Background: an optimization exercise with open tools, aiming at small area and a short achievable clock period. Do not read the settings as production practice. Function was checked by simulation only, so behaviour that the tests miss may differ from the original. No activity file was given, so power comes from the tool's default toggle rates.

## run 5
// ALU_Top
module ALU_Top #(parameter width = 16 ,
                   Arith_width = width + width ,
                   Logic_width = width,
                   CMP_width   = width,
                   Shift_width = width)(
input wire [width-1:0] A,
input wire [width-1:0] B,
input wire CLK,
input wire RST,
input wire [3:0] ALU_FUN,
output reg  [Arith_width-1:0]  Arith_OUT,
output reg                     Carry_OUT,
output reg                     Arith_Flag,
output reg  [Logic_width-1:0]  Logic_OUT,
output reg                     Logic_Flag,
output reg  [CMP_width-1:0]    CMP_OUT,
output reg                     CMP_Flag,
output reg  [Shift_width-1:0]  Shift_OUT,
output reg                     Shift_Flag
);
Size: about 3,000 cells after synthesis, about 71 flip-flops.
==> module LOGIC_UNIT, before the edit <==
module LOGIC_UNIT(
input  wire [15:0] A,
input  wire [15:0] B,
input  wire [1:0]  ALU_FUN,
input  wire        En,
output wire [15:0] Y
);
wire v0 = En &  ALU_FUN[1];                 
wire v1 = En & (ALU_FUN[0] ^ ALU_FUN[1]);   
wire v2 = En & ~ALU_FUN[1];                 
wire [15:0] both = A & B;
wire [15:0] any  = A | B;
assign Y = (both & {16{v2}}) | (~both & any & {16{v1}}) | (~any & {16{v0}});
endmodule
==> module ALU_Top, before the edit <==
module ALU_Top #(parameter width = 16 ,
                   Arith_width = width + width ,
                   Logic_width = width,
                   CMP_width   = width,
                   Shift_width = width)(
input wire [width-1:0] A,
input wire [width-1:0] B,
input wire CLK,
input wire RST,
input wire [3:0] ALU_FUN,
output reg  [Arith_width-1:0]  Arith_OUT,
output reg                     Carry_OUT,
output reg                     Arith_Flag,
output reg  [Logic_width-1:0]  Logic_OUT,
output reg                     Logic_Flag,
output reg  [CMP_width-1:0]    CMP_OUT,
output reg                     CMP_Flag,
output reg  [Shift_width-1:0]  Shift_OUT,
output reg                     Shift_Flag
);
wire Arith_Enable, Logic_Enable, CMP_Enable, Shift_Enable;
DECODER u_decoder(
.ALU_FUN(ALU_FUN[3:2]),
.Arith_Enable(Arith_Enable),
.Logic_Enable(Logic_Enable),
.CMP_Enable(CMP_Enable),
.Shift_Enable(Shift_Enable)
);
wire        sub = ALU_FUN[0] | ALU_FUN[3];
wire [15:0] bx  = B ^ {16{sub}};
wire [15:0] s16;
wire [16:0] cy;
assign cy[0] = sub;
genvar gi;
generate for (gi = 0; gi < 16; gi = gi + 1) begin : add
  assign s16[gi]  = A[gi] ^ bx[gi] ^ cy[gi];
  assign cy[gi+1] = (A[gi] & bx[gi]) | ((A[gi] ^ bx[gi]) & cy[gi]);
end endgenerate
wire        c16 = cy[16];                    
wire        sgn = A[15] ^ bx[15] ^ c16;      
wire        eq  = ~|s16;                     
wire [31:0] prod;
wire [16:0] quot;
MUL_UNIT u_mul(.A(A), .B(B), .P(prod));
DIV_UNIT u_div(.A(A), .B(B), .Q(quot));
wire sel_s = Arith_Enable & ~ALU_FUN[1];
wire sel_m = Arith_Enable &  ALU_FUN[1] & ~ALU_FUN[0];
wire sel_d = Arith_Enable &  ALU_FUN[1] &  ALU_FUN[0];
wire [32:0] arith = ({33{sel_s}} & {{16{sgn}}, sgn, s16}) |
                    ({33{sel_m}} & {prod[31], prod}) |
                    ({33{sel_d}} & {{16{quot[16]}}, quot});
wire [15:0] logic_res;
LOGIC_UNIT u_logic(.A(A), .B(B), .ALU_FUN(ALU_FUN[1:0]), .En(Logic_Enable), .Y(logic_res));
wire [1:0] cmp_res;
CMP_UNIT u_cmp(.ALU_FUN(ALU_FUN[1:0]), .eq(eq), .ge(c16), .Y(cmp_res));
wire [15:0] shift_res;
SHIFT_UNIT u_shift(.A(A), .B(B), .ALU_FUN(ALU_FUN[1:0]), .En(Shift_Enable), .Y(shift_res));
always @(posedge CLK, negedge RST) begin
  if (!RST) begin
    Arith_OUT  <= 32'b0;
    Carry_OUT  <= 1'b0;
    Arith_Flag <= 1'b0;
    Logic_OUT  <= 16'b0;
    Logic_Flag <= 1'b0;
    CMP_OUT    <= 16'b0;
    CMP_Flag   <= 1'b0;
    Shift_OUT  <= 16'b0;
    Shift_Flag <= 1'b0;
  end else begin
    Arith_OUT  <= arith[31:0];
    if (Arith_Enable)
      Carry_OUT <= arith[32];
    Arith_Flag <= Arith_Enable;
    Logic_OUT  <= logic_res;
    Logic_Flag <= Logic_Enable;
    CMP_OUT    <= {14'b0, cmp_res & {2{CMP_Enable}}};
    CMP_Flag   <= CMP_Enable;
    Shift_OUT  <= shift_res;
    Shift_Flag <= Shift_Enable;
  end
end
endmodule
==> flow/config.mk <==
export PLATFORM = sky130hd
export DESIGN_NAME = ALU_Top
export DESIGN_NICKNAME = ALU_Top
export VERILOG_FILES = /design/flow/design.v
export SDC_FILE = /design/flow/constraint.sdc
export NUM_CORES = 4
export LEC_CHECK = 0
export ABC_AREA = 1
export CAP_MARGIN = 20
export CORE_MARGIN = 2
export CORE_UTILIZATION = 40
export SLEW_MARGIN = 20
==> flow/constraint.sdc <==
create_clock -name core_clock -period 95.0 [get_ports {CLK}]
set_input_delay 19.0000 -clock core_clock [delete_from_list [all_inputs] [get_ports {CLK}]]
set_output_delay 19.0000 -clock core_clock [all_outputs]
set_load 0.01 [all_outputs]
run.sh (not shown) runs the stock make flow with config.mk's settings and CLKGATE_MAP_FILE= SYNTH_SCRIPT=/design/flow/synth_recipe.tcl, a recipe that flattens the netlist after the stock synthesis.
The inputs of run 4 differ from those of run 5 as listed below.
--- a/flow/design.v
+++ b/flow/design.v
@@ -751,15 +751,13 @@
 input  wire        En,
 output wire [15:0] Y
 );
 wire v0 = En &  ALU_FUN[1];                 
 wire v1 = En & (ALU_FUN[0] ^ ALU_FUN[1]);   
 wire v2 = En & ~ALU_FUN[1];                 
-wire [15:0] both = A & B;
-wire [15:0] any  = A | B;
-assign Y = (both & {16{v2}}) | (~both & any & {16{v1}}) | (~any & {16{v0}});
+assign Y = (A & B & {16{v2}}) | (~A & ~B & {16{v0}}) | ((A ^ B) & {16{v1}});
 endmodule
 module CMP_UNIT(
 input  wire [1:0] ALU_FUN,
 input  wire       eq,    
 input  wire       ge,    
 output wire [1:0] Y
@@ -810,33 +808,28 @@
 .Logic_Enable(Logic_Enable),
 .CMP_Enable(CMP_Enable),
 .Shift_Enable(Shift_Enable)
 );
 wire        sub = ALU_FUN[0] | ALU_FUN[3];
 wire [15:0] bx  = B ^ {16{sub}};
-wire [15:0] s16;
-wire [16:0] cy;
-assign cy[0] = sub;
-genvar gi;
-generate for (gi = 0; gi < 16; gi = gi + 1) begin : add
-  assign s16[gi]  = A[gi] ^ bx[gi] ^ cy[gi];
-  assign cy[gi+1] = (A[gi] & bx[gi]) | ((A[gi] ^ bx[gi]) & cy[gi]);
-end endgenerate
-wire        c16 = cy[16];                    
+wire [16:0] s16 = {1'b0, A} + {1'b0, bx} + {16'b0, sub};
+wire        c16 = s16[16];                   
 wire        sgn = A[15] ^ bx[15] ^ c16;      
-wire        eq  = ~|s16;                     
+wire        eq  = &(A ~^ B);
 wire [31:0] prod;
 wire [16:0] quot;
 MUL_UNIT u_mul(.A(A), .B(B), .P(prod));
 DIV_UNIT u_div(.A(A), .B(B), .Q(quot));
-wire sel_s = Arith_Enable & ~ALU_FUN[1];
-wire sel_m = Arith_Enable &  ALU_FUN[1] & ~ALU_FUN[0];
-wire sel_d = Arith_Enable &  ALU_FUN[1] &  ALU_FUN[0];
-wire [32:0] arith = ({33{sel_s}} & {{16{sgn}}, sgn, s16}) |
-                    ({33{sel_m}} & {prod[31], prod}) |
-                    ({33{sel_d}} & {{16{quot[16]}}, quot});
+reg [32:0] arith;
+always @(*) begin
+  case (ALU_FUN[1:0])
+    2'b00, 2'b01: arith = {{16{sgn}}, sgn, s16[15:0]};
+    2'b10:        arith = {prod[31], prod};
+    default:      arith = {{16{quot[16]}}, quot};
+  endcase
+end
 wire [15:0] logic_res;
 LOGIC_UNIT u_logic(.A(A), .B(B), .ALU_FUN(ALU_FUN[1:0]), .En(Logic_Enable), .Y(logic_res));
 wire [1:0] cmp_res;
 CMP_UNIT u_cmp(.ALU_FUN(ALU_FUN[1:0]), .eq(eq), .ge(c16), .Y(cmp_res));
 wire [15:0] shift_res;
 SHIFT_UNIT u_shift(.A(A), .B(B), .ALU_FUN(ALU_FUN[1:0]), .En(Shift_Enable), .Y(shift_res));
@@ -849,13 +842,13 @@
     Logic_Flag <= 1'b0;
     CMP_OUT    <= 16'b0;
     CMP_Flag   <= 1'b0;
     Shift_OUT  <= 16'b0;
     Shift_Flag <= 1'b0;
   end else begin
-    Arith_OUT  <= arith[31:0];
+    Arith_OUT  <= arith[31:0] & {32{Arith_Enable}};
     if (Arith_Enable)
       Carry_OUT <= arith[32];
     Arith_Flag <= Arith_Enable;
     Logic_OUT  <= logic_res;
     Logic_Flag <= Logic_Enable;
     CMP_OUT    <= {14'b0, cmp_res & {2{CMP_Enable}}};
--- outcome ---
Run 4 completed end to end with timing, DRC and antenna clean.
Going from run 5 to run 4, design area now sits at about the same level; sequential share of layout area now sits at about the same level; sequential share of power now sits lower; clock network power share now sits lower; final global-route overflow total now sits at about the same level.
Compared with run 5, run 4 shows total placed cells including tap cells higher by 84.
Status: first-pass GRT wire length parity (run 4, run 5)
Pin count of the biggest net entering global routing grows by more than 10% when moving from run 5 to run 4.
Run 4 vs run 5 — number of instances in the synthesized netlist climbed by a few percent
The worst slew margin relative to its limit reported for run 4 is greater than that of run 5 by 2.5 points.
Summary of run 4 over run 5: iteration count of the initial detailed-routing pass was more or less identical, switching power summed over all nets went up by about 8%, worst hold slack across all endpoints went up by 54 ps, source-to-sink clock delay at the later pin of the worst-skew pair was more or less identical.

Another version of the RTL of ALU_Top (not shown whole).
Size: ~2500 cells after synthesis, about 71 flip-flops, ~120 I/O pins.
==> module SHIFT_UNIT, before the edit <==
module SHIFT_UNIT(
input  wire [15:0] A,
input  wire [15:0] B,
input  wire [1:0]  ALU_FUN,
input  wire        En,
output wire [15:0] Y
);
wire sar = En & ~ALU_FUN[1] & ~ALU_FUN[0];
wire sal = En & ~ALU_FUN[1] &  ALU_FUN[0];
wire sbr = En &  ALU_FUN[1] & ~ALU_FUN[0];
wire sbl = En &  ALU_FUN[1] &  ALU_FUN[0];
assign Y = ({1'b0, A[15:1]} & {16{sar}}) | ({A[14:0], 1'b0} & {16{sal}}) |
           ({1'b0, B[15:1]} & {16{sbr}}) | ({B[14:0], 1'b0} & {16{sbl}});
endmodule
clock: 95.0 ns
lec_check: 0
abc_area: 1
cap_margin: 20
core_margin: 2
core_utilization: 40
slew_margin: 20
Rerun with:
--- a/flow/design.v
+++ b/flow/design.v
@@ -593,18 +593,16 @@
 input  wire [15:0] A,
 input  wire [15:0] B,
 input  wire [1:0]  ALU_FUN,
 input  wire        En,
 output wire [15:0] Y
 );
-wire v0 = En &  ALU_FUN[1];                 
-wire v1 = En & (ALU_FUN[0] ^ ALU_FUN[1]);   
-wire v2 = En & ~ALU_FUN[1];                 
-wire [15:0] both = A & B;
-wire [15:0] any  = A | B;
-assign Y = (both & {16{v2}}) | (~both & any & {16{v1}}) | (~any & {16{v0}});
+wire en_t = En & ~ALU_FUN[1];    
+wire en_n = En &  ALU_FUN[1];    
+wire [15:0] t = (A & B) | (A & {16{ALU_FUN[0]}}) | (B & {16{ALU_FUN[0]}});
+assign Y = (t & {16{en_t}}) | (~t & {16{en_n}});
 endmodule
 module CMP_UNIT(
 input  wire [1:0] ALU_FUN,
 input  wire       eq,    
 input  wire       ge,    
 output wire [1:0] Y
@@ -618,18 +616,16 @@
 input  wire [15:0] A,
 input  wire [15:0] B,
 input  wire [1:0]  ALU_FUN,
 input  wire        En,
 output wire [15:0] Y
 );
-wire sar = En & ~ALU_FUN[1] & ~ALU_FUN[0];
-wire sal = En & ~ALU_FUN[1] &  ALU_FUN[0];
-wire sbr = En &  ALU_FUN[1] & ~ALU_FUN[0];
-wire sbl = En &  ALU_FUN[1] &  ALU_FUN[0];
-assign Y = ({1'b0, A[15:1]} & {16{sar}}) | ({A[14:0], 1'b0} & {16{sal}}) |
-           ({1'b0, B[15:1]} & {16{sbr}}) | ({B[14:0], 1'b0} & {16{sbl}});
+wire [15:0] x = ALU_FUN[1] ? B : A;
+wire en_r = En & ~ALU_FUN[0];
+wire en_l = En &  ALU_FUN[0];
+assign Y = ({1'b0, x[15:1]} & {16{en_r}}) | ({x[14:0], 1'b0} & {16{en_l}});
 endmodule
 module ALU_Top #(parameter width = 16 ,
                    Arith_width = width + width ,
                    Logic_width = width,
                    CMP_width   = width,
                    Shift_width = width)(
Result: Via count decreases by a few percent; power decreases by a few percent; cell area decreases slightly; setup slack degrades by 0.13 ns; routed wire length decreases by a few percent; die area decreases slightly; combinational power decreases by a few percent; global-route usage decreases by 0.69 points; fmax decreases slightly; synthesized cell count decreases slightly; register-to-register slack degrades by 0.02 ns; clock power decreases by roughly a tenth.

-- separate check: timing with driven ports --
In the flow no input, the clock included, has a driving cell. The finished layouts below were timed again as built, in two steps.
Step 1, drivers: a clkbuf_16 drives CLK and a buf_2 each remaining input, both assumed.
Step 2 also shifts input and output timing later by t, the mid clock arrival at the registers, as if the neighbouring blocks saw the same clock.
Three values: no drivers, after step 1, after step 2; two values: the first two.
run	shift t [ns]	setup slack, ns	clock arrival spread, ns	cell pins on the clock port's net
run 5	0.403	57.710 / 57.733 / 57.330	0.018 / 0.018	1
run 4	0.395	56.912 / 56.927 / 56.532	0.013 / 0.014	1
the first run of note 2	0.399	56.028 / 56.048 / 55.648	0.017 / 0.017	1
the second run of note 2	0.402	55.896 / 55.910 / 55.507	0.011 / 0.011	1
After both steps setup and hold are still met in every run listed. For the second run of note 2, which loses most, drivers alone change the setup slack by +0.014 ns; drivers and shift together by -0.389 ns.
